This is an optimization exercise on Yosys and OpenROAD, whose aim is small area, not a production implementation.
Function was checked by simulation only, so behaviour that the tests miss may differ from the original.
Power figures rest on the tool's default switching activity, not on a simulated workload.

## PWMConvert
module PWMConvert(GCK, Vsync, mode, rst, OUT, data, addr, en);
input            GCK;
input            Vsync;
input            mode;
input            rst;
input     [15:0] data;
output    [15:0] OUT;
output    [ 8:0] addr;
output           en;
reg       [15:0] OUT;
reg       [15:0] T;         
reg       [ 6:0] Q;         
reg       [ 1:0] lc;        
reg              pf;        
reg              pf_d;      
reg              p9_d;      
reg              xfer;      
reg              st;        
reg              sh_r;      
reg              ld_r;      
reg       [ 4:0] bus_r;     
reg       [ 4:0] early [0:15];
reg       [ 4:0] cs    [0:15];
integer i;
wire       l1    = (~Vsync & (lc == 2'd0)) | st;
wire       pfrd  = l1 | pf;
wire [6:0] base  = l1 ? Q + 7'd1 : pf ? Q : Q - 7'd1;
always @(posedge GCK or posedge rst) begin
  if (rst) begin
    lc   <= 2'd3;
    Q    <= 7'd0;
    pf   <= 1'b0;
    pf_d <= 1'b0;
    xfer <= 1'b0;
    p9_d <= 1'b0;
  ...
For scale: roughly 830 cells after synthesis, ~46 I/O pins, roughly 8800 um^2 of cells after synthesis.
Settings: LEC_CHECK=0, CAP_MARGIN=20, CORE_MARGIN=2, CORE_UTILIZATION=75, CTS_BUF_LIST=sky130_fd_sc_hd__clkbuf_8, CTS_CLUSTER_DIAMETER=50, CTS_CLUSTER_SIZE=20, PLACE_DENSITY=0.85, SLEW_MARGIN=20; clock period 4.0 ns.
standard.sh (not shown) runs the stock make flow with config.mk's settings and CLKGATE_MAP_FILE= SYNTH_SCRIPT=/design/flow/synth_recipe.tcl, a recipe that flattens the netlist after the stock synthesis.
==> flow/flow/run.sh <==
#!/bin/bash
# The standard layout (standard.sh) with these changes:
# - synthesis runs ORFS's own scripts, copied here, with an area-only ABC
#   script (flow/abc_area.script, selected by ABC_AREA=1) and without the
#   adder-extraction step (ADDER_MAP_FILE empty); registers are unchanged;
# - port buffers use the smallest buffer cell;
# - CTS inserts no dummy loads.
set -euo pipefail
rm -rf myscripts
cp -r "$FLOW_HOME/scripts" myscripts
cp flow/abc_area.script myscripts/abc_area.script
bash standard.sh SCRIPTS_DIR="$PWD/myscripts" ABC_AREA=1 ADDER_MAP_FILE= synth > synth.log 2>&1
export BUFFER_PORTS_ARGS="-buffer_cell sky130_fd_sc_hd__buf_1"
export CTS_ARGS="-sink_clustering_enable -repair_clock_nets -sink_clustering_size 10 -sink_clustering_max_diameter 40 -buf_list sky130_fd_sc_hd__clkbuf_4 -dont_use_dummy_load"
bash standard.sh > layout.log 2>&1
==> flow/flow/abc_area.script <==
strash
dc2
&get -n
&dch -f
&nf -a -R 1000
&put
topo
Then changed:
- CORE_UTILIZATION: 75 -> 60
- PLACE_DENSITY: 0.85 -> 0.75
After rerunning: The new run went through all stages and came out clean. Wire length fell by about 1.7%. Final area rose by about 0.7%. Count of clock-buffer cells in the layout came out higher by 2.
Then changed:
--- a/flow/flow/run.sh
+++ b/flow/flow/run.sh
@@ -14 +14 @@
-export CTS_ARGS="-sink_clustering_enable -repair_clock_nets -sink_clustering_size 10 -sink_clustering_max_diameter 40 -buf_list sky130_fd_sc_hd__clkbuf_4 -dont_use_dummy_load"
+export CTS_ARGS="-sink_clustering_enable -repair_clock_nets -sink_clustering_size 6 -sink_clustering_max_diameter 30 -buf_list sky130_fd_sc_hd__clkbuf_2 -dont_use_dummy_load"
Result: Critical path depth is unchanged. Cell area barely changes. Sequential power hardly moves. Cell count went up slightly. Hold slack got worse by 110 ps. Global-route usage went up by 0.51 points.
Then changed:
--- a/flow/flow/run.sh
+++ b/flow/flow/run.sh
@@ -14 +14 @@
-export CTS_ARGS="-sink_clustering_enable -repair_clock_nets -sink_clustering_size 6 -sink_clustering_max_diameter 30 -buf_list sky130_fd_sc_hd__clkbuf_2 -dont_use_dummy_load"
+export CTS_ARGS="-sink_clustering_enable -repair_clock_nets -sink_clustering_size 10 -sink_clustering_max_diameter 40 -buf_list sky130_fd_sc_hd__clkbuf_4 -dont_use_dummy_load"
- CORE_UTILIZATION: 60 -> 50
- PLACE_DENSITY: 0.75 -> 0.65
Via count fell by 2.8%.
Critical path depth rose by 1.
Design area rose by 0.59%.
Total power hardly moves.
Global-route usage fell by 3.4 points.
Worst setup slack is worse by 64 ps.
Hold slack is better by 93 ps.
Die area rose by 19%.

---

Another version of the RTL of PWMConvert (not shown whole).
Size in the first run: about 210 flip-flops, about 46 I/O pins.
export LEC_CHECK = 0
export CAP_MARGIN = 20
export CORE_MARGIN = 2
export CORE_UTILIZATION = 40
export CTS_BUF_LIST = sky130_fd_sc_hd__clkbuf_8
export CTS_CLUSTER_DIAMETER = 50
export CTS_CLUSTER_SIZE = 20
export SLEW_MARGIN = 20
create_clock -name core_clock -period 4.0 [get_ports {GCK}]
==> flow/flow/run.sh <==
#!/bin/bash
# The standard layout (standard.sh) with these changes:
# - synthesis runs ORFS's own scripts, copied here, with an area-only ABC
#   script (flow/abc_area.script, selected by ABC_AREA=1) and without the
#   adder-extraction step (ADDER_MAP_FILE empty); registers are unchanged;
# - port buffers use the smallest buffer cell;
# - CTS inserts no dummy loads.
set -euo pipefail
rm -rf myscripts
cp -r "$FLOW_HOME/scripts" myscripts
cp flow/abc_area.script myscripts/abc_area.script
bash standard.sh SCRIPTS_DIR="$PWD/myscripts" ABC_AREA=1 ADDER_MAP_FILE= synth > synth.log 2>&1
export BUFFER_PORTS_ARGS="-buffer_cell sky130_fd_sc_hd__buf_1"
export CTS_ARGS="-sink_clustering_enable -repair_clock_nets -sink_clustering_size 10 -sink_clustering_max_diameter 40 -buf_list sky130_fd_sc_hd__clkbuf_4 -dont_use_dummy_load"
bash standard.sh > layout.log 2>&1
==> flow/flow/abc_area.script <==
strash
&get -n
&dch -f
&nf -R 1000
&put
topo
Edit:
==> flow/flow/run.sh (replaced) <==
#!/bin/bash
# The standard layout (standard.sh, unchanged synthesis and steps) with two knobs:
# port buffers use the smallest buffer cell, and CTS inserts no dummy loads.
set -euo pipefail
export BUFFER_PORTS_ARGS="-buffer_cell sky130_fd_sc_hd__buf_1"
export CTS_ARGS="-sink_clustering_enable -repair_clock_nets -sink_clustering_size 20 -sink_clustering_max_diameter 50 -buf_list sky130_fd_sc_hd__clkbuf_8 -dont_use_dummy_load"
bash standard.sh > standard.log 2>&1
removed: flow/flow/abc_area.script
Result: The new run finished clean. Clock skew decreases by 40 ps. Power increases by 9.9%. Cell count increases by 7.7%. Cell area increases by 10%. Routed wire length increases by 13%. Global-route usage increases by 0.34 points. Area after synthesis increases by 11%. Non-clock buffer count increases by 3.
Edit:
==> flow/flow/run.sh (replaced) <==
#!/bin/bash
# The standard layout (standard.sh) with these changes:
# - synthesis runs ORFS's own scripts, copied here, with an area-only ABC
#   script (flow/abc_area.script, selected by ABC_AREA=1) and without the
#   adder-extraction step (ADDER_MAP_FILE empty); registers are unchanged;
# - port buffers use the smallest buffer cell;
# - CTS inserts no dummy loads.
set -euo pipefail
rm -rf myscripts
cp -r "$FLOW_HOME/scripts" myscripts
cp flow/abc_area.script myscripts/abc_area.script
bash standard.sh SCRIPTS_DIR="$PWD/myscripts" ABC_AREA=1 ADDER_MAP_FILE= synth > synth.log 2>&1
export BUFFER_PORTS_ARGS="-buffer_cell sky130_fd_sc_hd__buf_1"
export CTS_ARGS="-sink_clustering_enable -repair_clock_nets -sink_clustering_size 10 -sink_clustering_max_diameter 40 -buf_list sky130_fd_sc_hd__clkbuf_4 -dont_use_dummy_load"
bash standard.sh > layout.log 2>&1
==> flow/flow/abc_area.script (new file) <==
strash
dc2
&get -n
&dch -f
&nf -a -R 1000
&put
topo
CORE_UTILIZATION = 60   (was 40)
Effect: The changed run ran to the end with no violations. Hold slack gets worse by 200 ps. Clock-buffer cell count is higher by 5. Power goes down by 8.0%. Wire length drops by 12%. Synthesized cell count goes down by 17%. Final area fell by 11%.
Edit:
--- a/flow/flow/run.sh
+++ b/flow/flow/run.sh
@@ -13,3 +13,3 @@
 export BUFFER_PORTS_ARGS="-buffer_cell sky130_fd_sc_hd__buf_1"
-export CTS_ARGS="-sink_clustering_enable -repair_clock_nets -sink_clustering_size 10 -sink_clustering_max_diameter 40 -buf_list sky130_fd_sc_hd__clkbuf_4 -dont_use_dummy_load"
+export CTS_ARGS="-sink_clustering_enable -repair_clock_nets -sink_clustering_size 30 -sink_clustering_max_diameter 60 -buf_list sky130_fd_sc_hd__clkbuf_16 -dont_use_dummy_load"
 bash standard.sh > layout.log 2>&1
==> flow/flow/abc_area.script (replaced) <==
strash
&get -n
&dch -f
&nf -R 1000
&put
topo
CORE_UTILIZATION = 40   (was 60)
Routed wire length rose by 0.53%.
Sequential cell count stays the same.
Worst setup slack gets better by 320 ps.
Utilization went down by 20 points.
Design area goes up by 4.1%.
Total power rose by 5.9%.
Clock power rises by 49%.

---

PWMConvert again, from the RTL that the note above started with.
==> flow/design.v (excerpt) <==
module PWMConvert(GCK, Vsync, mode, rst, OUT, data, addr, en);
input            GCK;
input            Vsync;
input            mode;
input            rst;
input     [15:0] data;
output    [15:0] OUT;
output    [ 8:0] addr;
output           en;
reg       [15:0] OUT;
reg       [15:0] T;         
reg       [ 6:0] Q;         
reg       [ 1:0] lc;        
reg              pf;        
reg              pf_d;      
reg              p9_d;      
reg              xfer;      
reg              sh_r;      
reg              ld_r;      
reg       [ 4:0] bus_r;     
reg       [ 4:0] early [0:15];
reg       [ 4:0] cs    [0:15];
integer i;
wire       l1    = ~Vsync & (lc == 2'd0);
wire       pfrd  = l1 | pf;
wire [6:0] base  = l1 ? Q + 7'd1 : pf ? Q : Q - 7'd1;
always @(posedge GCK or posedge rst) begin
  if (rst) begin
    lc   <= 2'd3;
    Q    <= 7'd1;
    pf   <= 1'b1;
    pf_d <= 1'b0;
    xfer <= 1'b0;
    p9_d <= 1'b0;
  end
  else begin
    lc   <= Vsync ? 2'd0 : lc + 2'd1;
    if (l1) Q <= Q + 7'd1;
    pf   <= l1 | (pf & (T[3:0] != 4'd14));
    pf_d <= pfrd;
    xfer <= ~Vsync & (lc == 2'd1);
    p9_d <= base[5];
  end
end
always @(posedge GCK) begin
  if (rst)     T <= 16'hffff;
  else if (l1) T <= 16'd0;
  else         T <= T + 16'd1;
end
assign addr = {base[4:0], l1 ? 4'd15 : T[3:0]};
assign en   = mode ? base[6] : base[5];
  ...
make LEC_CHECK=0 CAP_MARGIN=20 CORE_MARGIN=2 CORE_UTILIZATION=40 CTS_BUF_LIST=sky130_fd_sc_hd__clkbuf_8 CTS_CLUSTER_DIAMETER=50 CTS_CLUSTER_SIZE=20 SLEW_MARGIN=20 finish   # period 4.0 ns
run.sh (not shown) runs the stock make flow with config.mk's settings and CLKGATE_MAP_FILE= SYNTH_SCRIPT=/design/flow/synth_recipe.tcl, a recipe that flattens the netlist after the stock synthesis.
Stock flow here: none of the scripts above is used.
Rerun with:
Settings changed: CTS_BUF_LIST sky130_fd_sc_hd__clkbuf_8 to sky130_fd_sc_hd__clkbuf_16, CTS_CLUSTER_DIAMETER 50 to 60, CTS_CLUSTER_SIZE 20 to 30.
Outcome: Routed wire length climbs by about 0.7%. Global-route usage barely changes. Critical path depth drops by 1. Combinational power is about the same. Sequential share of layout area drops by 0.41 points. Via count drops by about 1%. Cell count drops by 0.78%. Total power climbs by 4.2%. First-iteration DRC count climbs by 13%.
Rerun with:
==> flow/flow/run.sh (new file) <==
#!/bin/bash
# The standard layout (standard.sh) with these changes:
# - synthesis runs ORFS's own scripts, copied here, with an area-only ABC
#   script (flow/abc_area.script, selected by ABC_AREA=1) and without the
#   adder-extraction step (ADDER_MAP_FILE empty); registers are unchanged;
# - port buffers use the smallest buffer cell;
# - CTS inserts no dummy loads.
set -euo pipefail
rm -rf myscripts
cp -r "$FLOW_HOME/scripts" myscripts
cp flow/abc_area.script myscripts/abc_area.script
bash standard.sh SCRIPTS_DIR="$PWD/myscripts" ABC_AREA=1 ADDER_MAP_FILE= synth > synth.log 2>&1
export BUFFER_PORTS_ARGS="-buffer_cell sky130_fd_sc_hd__buf_1"
export CTS_ARGS="-sink_clustering_enable -repair_clock_nets -sink_clustering_size 10 -sink_clustering_max_diameter 40 -buf_list sky130_fd_sc_hd__clkbuf_4 -dont_use_dummy_load"
bash standard.sh > layout.log 2>&1
==> flow/flow/abc_area.script (new file) <==
strash
&get -n
&fraig -x
&put
scorr
dc2
strash
&get -n
&dch -f
&nf -R 1000
&put
topo
==> flow/standard.sh (new file) <==
#!/bin/bash
# synth_recipe.tcl (not shown) runs the flow's synth.tcl, then flattens the netlist and writes it again
# the make line also repeats each setting of config.mk as NAME=value (left out here)
make -C /OpenROAD-flow-scripts/flow DESIGN_CONFIG=/design/flow/config.mk WORK_HOME=/design/flow/orfs CLKGATE_MAP_FILE= SYNTH_SCRIPT=/design/flow/synth_recipe.tcl "${@:-finish}"
Settings changed: CTS_BUF_LIST sky130_fd_sc_hd__clkbuf_16 to sky130_fd_sc_hd__clkbuf_8, CTS_CLUSTER_DIAMETER 60 to 50, CTS_CLUSTER_SIZE 30 to 20.
removed: flow/run.sh
Outcome:
- setup slack is better by 0.40 ns
- non-clock buffer count is lower by 27
- worst hold slack degrades by 0.20 ns
- maximum frequency went up by 12%
- synthesized area falls by about 11%
- utilization goes down by 2.9 points
- critical path depth fell by 5
Rerun with:
==> flow/flow/abc_area.script (replaced) <==
strash
dc2
&get -n
&dch -f
&nf -a -R 1000
&put
topo
Settings changed: CORE_UTILIZATION 40 to 60, PLACE_DENSITY set to 0.75.
Count of clock-buffer cells in the layout drops by 3.
Worst setup slack degrades by 0.14 ns.
Critical path depth goes up by 1.
Fmax drops by 3.9%.

---

job 8411:
PWMConvert again, from the RTL that the note above started with.
make LEC_CHECK=0 CAP_MARGIN=20 CORE_MARGIN=2 CORE_UTILIZATION=40 CTS_BUF_LIST='sky130_fd_sc_hd__clkbuf_4 sky130_fd_sc_hd__clkbuf_8' CTS_CLUSTER_SIZE=30 SLEW_MARGIN=20 finish   # period 4.0 ns
Stock flow here: none of the scripts above is used.
Job 8411 completed; timing, DRC and antenna clean
diff inputs: job 8411 => job 7822
- CTS_CLUSTER_SIZE changed from 30 to 20
- CTS_CLUSTER_DIAMETER newly set to 50
- CTS_BUF_LIST changed from sky130_fd_sc_hd__clkbuf_4 sky130_fd_sc_hd__clkbuf_8 to sky130_fd_sc_hd__clkbuf_8
==> flow/flow/run.sh (new file) <==
#!/bin/bash
# The standard layout (standard.sh) with these changes:
# - synthesis runs ORFS's own scripts, copied here, with an area-only ABC
#   script (flow/abc_area.script, selected by ABC_AREA=1) and without the
#   adder-extraction step (ADDER_MAP_FILE empty); registers are unchanged;
# - port buffers use the smallest buffer cell;
# - CTS inserts no dummy loads.
set -euo pipefail
rm -rf myscripts
cp -r "$FLOW_HOME/scripts" myscripts
cp flow/abc_area.script myscripts/abc_area.script
bash standard.sh SCRIPTS_DIR="$PWD/myscripts" ABC_AREA=1 ADDER_MAP_FILE= synth > synth.log 2>&1
export BUFFER_PORTS_ARGS="-buffer_cell sky130_fd_sc_hd__buf_1"
export CTS_ARGS="-sink_clustering_enable -repair_clock_nets -sink_clustering_size 10 -sink_clustering_max_diameter 40 -buf_list sky130_fd_sc_hd__clkbuf_4 -dont_use_dummy_load"
bash standard.sh > layout.log 2>&1
==> flow/flow/abc_area.script (new file) <==
strash
dc2
&get -n
&dch -f
&nf -a -R 1000
&put
topo
==> flow/standard.sh (new file) <==
#!/bin/bash
# synth_recipe.tcl (not shown) runs the flow's synth.tcl, then flattens the netlist and writes it again
# the make line also repeats each setting of config.mk as NAME=value (left out here)
make -C /OpenROAD-flow-scripts/flow DESIGN_CONFIG=/design/flow/config.mk WORK_HOME=/design/flow/orfs CLKGATE_MAP_FILE= SYNTH_SCRIPT=/design/flow/synth_recipe.tcl "${@:-finish}"
removed: flow/run.sh
==> run notes <==
- Sequential fraction of total cell area sits higher in job 7822 than in job 8411.
- Post-synthesis net count: job 7822 vs job 8411 down 18%
- When job 7822 is measured against job 8411, its number of tap instances turns out about 14% lower.
- The finished layout cell area number comes out lower for job 7822 vs job 8411.
- Higher power among job 7822 and job 8411: job 8411
- In job 7822, via total after detailed routing is lower than in job 8411.
- Fmax: job 7822 above job 8411
Edits applied to the flow inputs when going from job 7822 to job 8716:
- CTS_BUF_LIST: sky130_fd_sc_hd__clkbuf_8 -> unset
- CTS_CLUSTER_DIAMETER: 50 -> unset
- CTS_CLUSTER_SIZE: 20 -> unset
==> flow/run.sh (new file) <==
#!/bin/bash
# synth_recipe.tcl (not shown) runs the flow's synth.tcl, then flattens the netlist and writes it again
# the make line also repeats each setting of config.mk as NAME=value (left out here)
make -C /OpenROAD-flow-scripts/flow DESIGN_CONFIG=/design/flow/config.mk WORK_HOME=/design/flow/orfs CLKGATE_MAP_FILE= SYNTH_SCRIPT=/design/flow/synth_recipe.tcl finish
removed: flow/flow/run.sh
removed: flow/flow/abc_area.script
removed: flow/standard.sh
Findings:
Job 8716 went all the way through the flow, and no timing, DRC or antenna check failed.
Job 8716 against job 7822; multi-input gate count is up by more than 10%.
For the combinational power share, job 8716 came in 0.7 points higher than job 7822 did.
Re final worst setup slack: job 7822 was higher than job 8716.
Taking job 7822 as the reference, in job 8716 detail-routed via count per cell now smaller; final critical path time including I/O delays and setup up 0.33 ns.
> inputs changed (job 8716 -> job 7900)
- setting GPL_TIMING_DRIVEN to 0 for the first time
--- outcome ---
Job 7900 | stages: all done | timing, DRC, antenna: all pass
Job 8716 has a higher share of layout cells above drive strength 1 than job 7900.
Compared with job 8716, in job 7900 design area increased by 0.49% relative to the old numbers; cell count increased by 27 relative to the old numbers.
The category of the most critical setup path comes out register to output port in one run and input port to output port in the other, namely in job 8716 and job 7900 respectively.

==> re-timing with driven ports <==
Ports are ideal in the flow. The routed layouts listed here were re-timed in OpenROAD.
Step 1 (the two cells are an assumption about what drives the block):
set clk [get_ports {GCK}]
set_driving_cell -lib_cell sky130_fd_sc_hd__clkbuf_16 $clk
set_driving_cell -lib_cell sky130_fd_sc_hd__buf_2 [delete_from_list [all_inputs] $clk]
Step 2 times the ports against the registers' clock, not the clock port: input delays grow and output delays shrink by t, the midpoint of the rising clock arrivals with the driver on.
a / b / c = ideal ports / drivers / drivers and shift; a / b = the first two.
| run | shift t [ns] | slack for setup (ns) | worst setup path at the end | worst data-port slew with drivers (ns) |
|---|---|---|---|---|
| the first run of note 1 | 0.627 | 0.509 / 0.475 / -0.019 | input to register | 0.04 |
| the second run of note 1 | 0.655 | 0.512 / 0.473 / 0.128 | input to register | 0.03 |
| the third run of note 1 | 0.723 | 0.447 / 0.410 / 0.134 | input to register | 0.03 |
| the fourth run of note 1 | 0.673 | 0.384 / 0.344 / 0.065 | input to register | 0.05 |
| the first run of note 2 | 0.668 | 0.538 / 0.500 / 0.299 | input to register | 0.04 |
| the second run of note 2 | 0.564 | 0.381 / 0.351 / -0.166 | input to register | 0.04 |
| the third run of note 2 | 0.656 | 0.436 / 0.398 / 0.130 | input to register | 0.04 |
| the fourth run of note 2 | 0.522 | 0.758 / 0.714 / 0.338 | input to register | 0.04 |
| the first run of note 3 | 0.587 | 0.148 / 0.164 / -0.423 | input to register | 0.05 |
| the second run of note 3 | 0.548 | 0.152 / 0.106 / -0.339 | input to register | 0.04 |
| the third run of note 3 | 0.666 | 0.551 / 0.517 / 0.179 | input to register | 0.04 |
| the fourth run of note 3 | 0.655 | 0.412 / 0.377 / 0.035 | input to register | 0.04 |
| job 8411 | 0.554 | 0.149 / 0.117 / -0.391 | input to register | 0.05 |
| job 7822 | 0.658 | 0.462 / 0.426 / 0.444 | input to register | 0.03 |
| job 8716 | 0.565 | 0.136 / 0.085 / -0.264 | input to register | 0.04 |
| job 7900 | 0.554 | 0.223 / 0.185 / -0.262 | input to register | 0.04 |
Met with ideal ports but missed after step 2: setup timing in 7 of these runs. For the first run of note 3, which loses most, drivers alone change the setup slack by +0.016 ns; drivers and shift together by -0.571 ns.
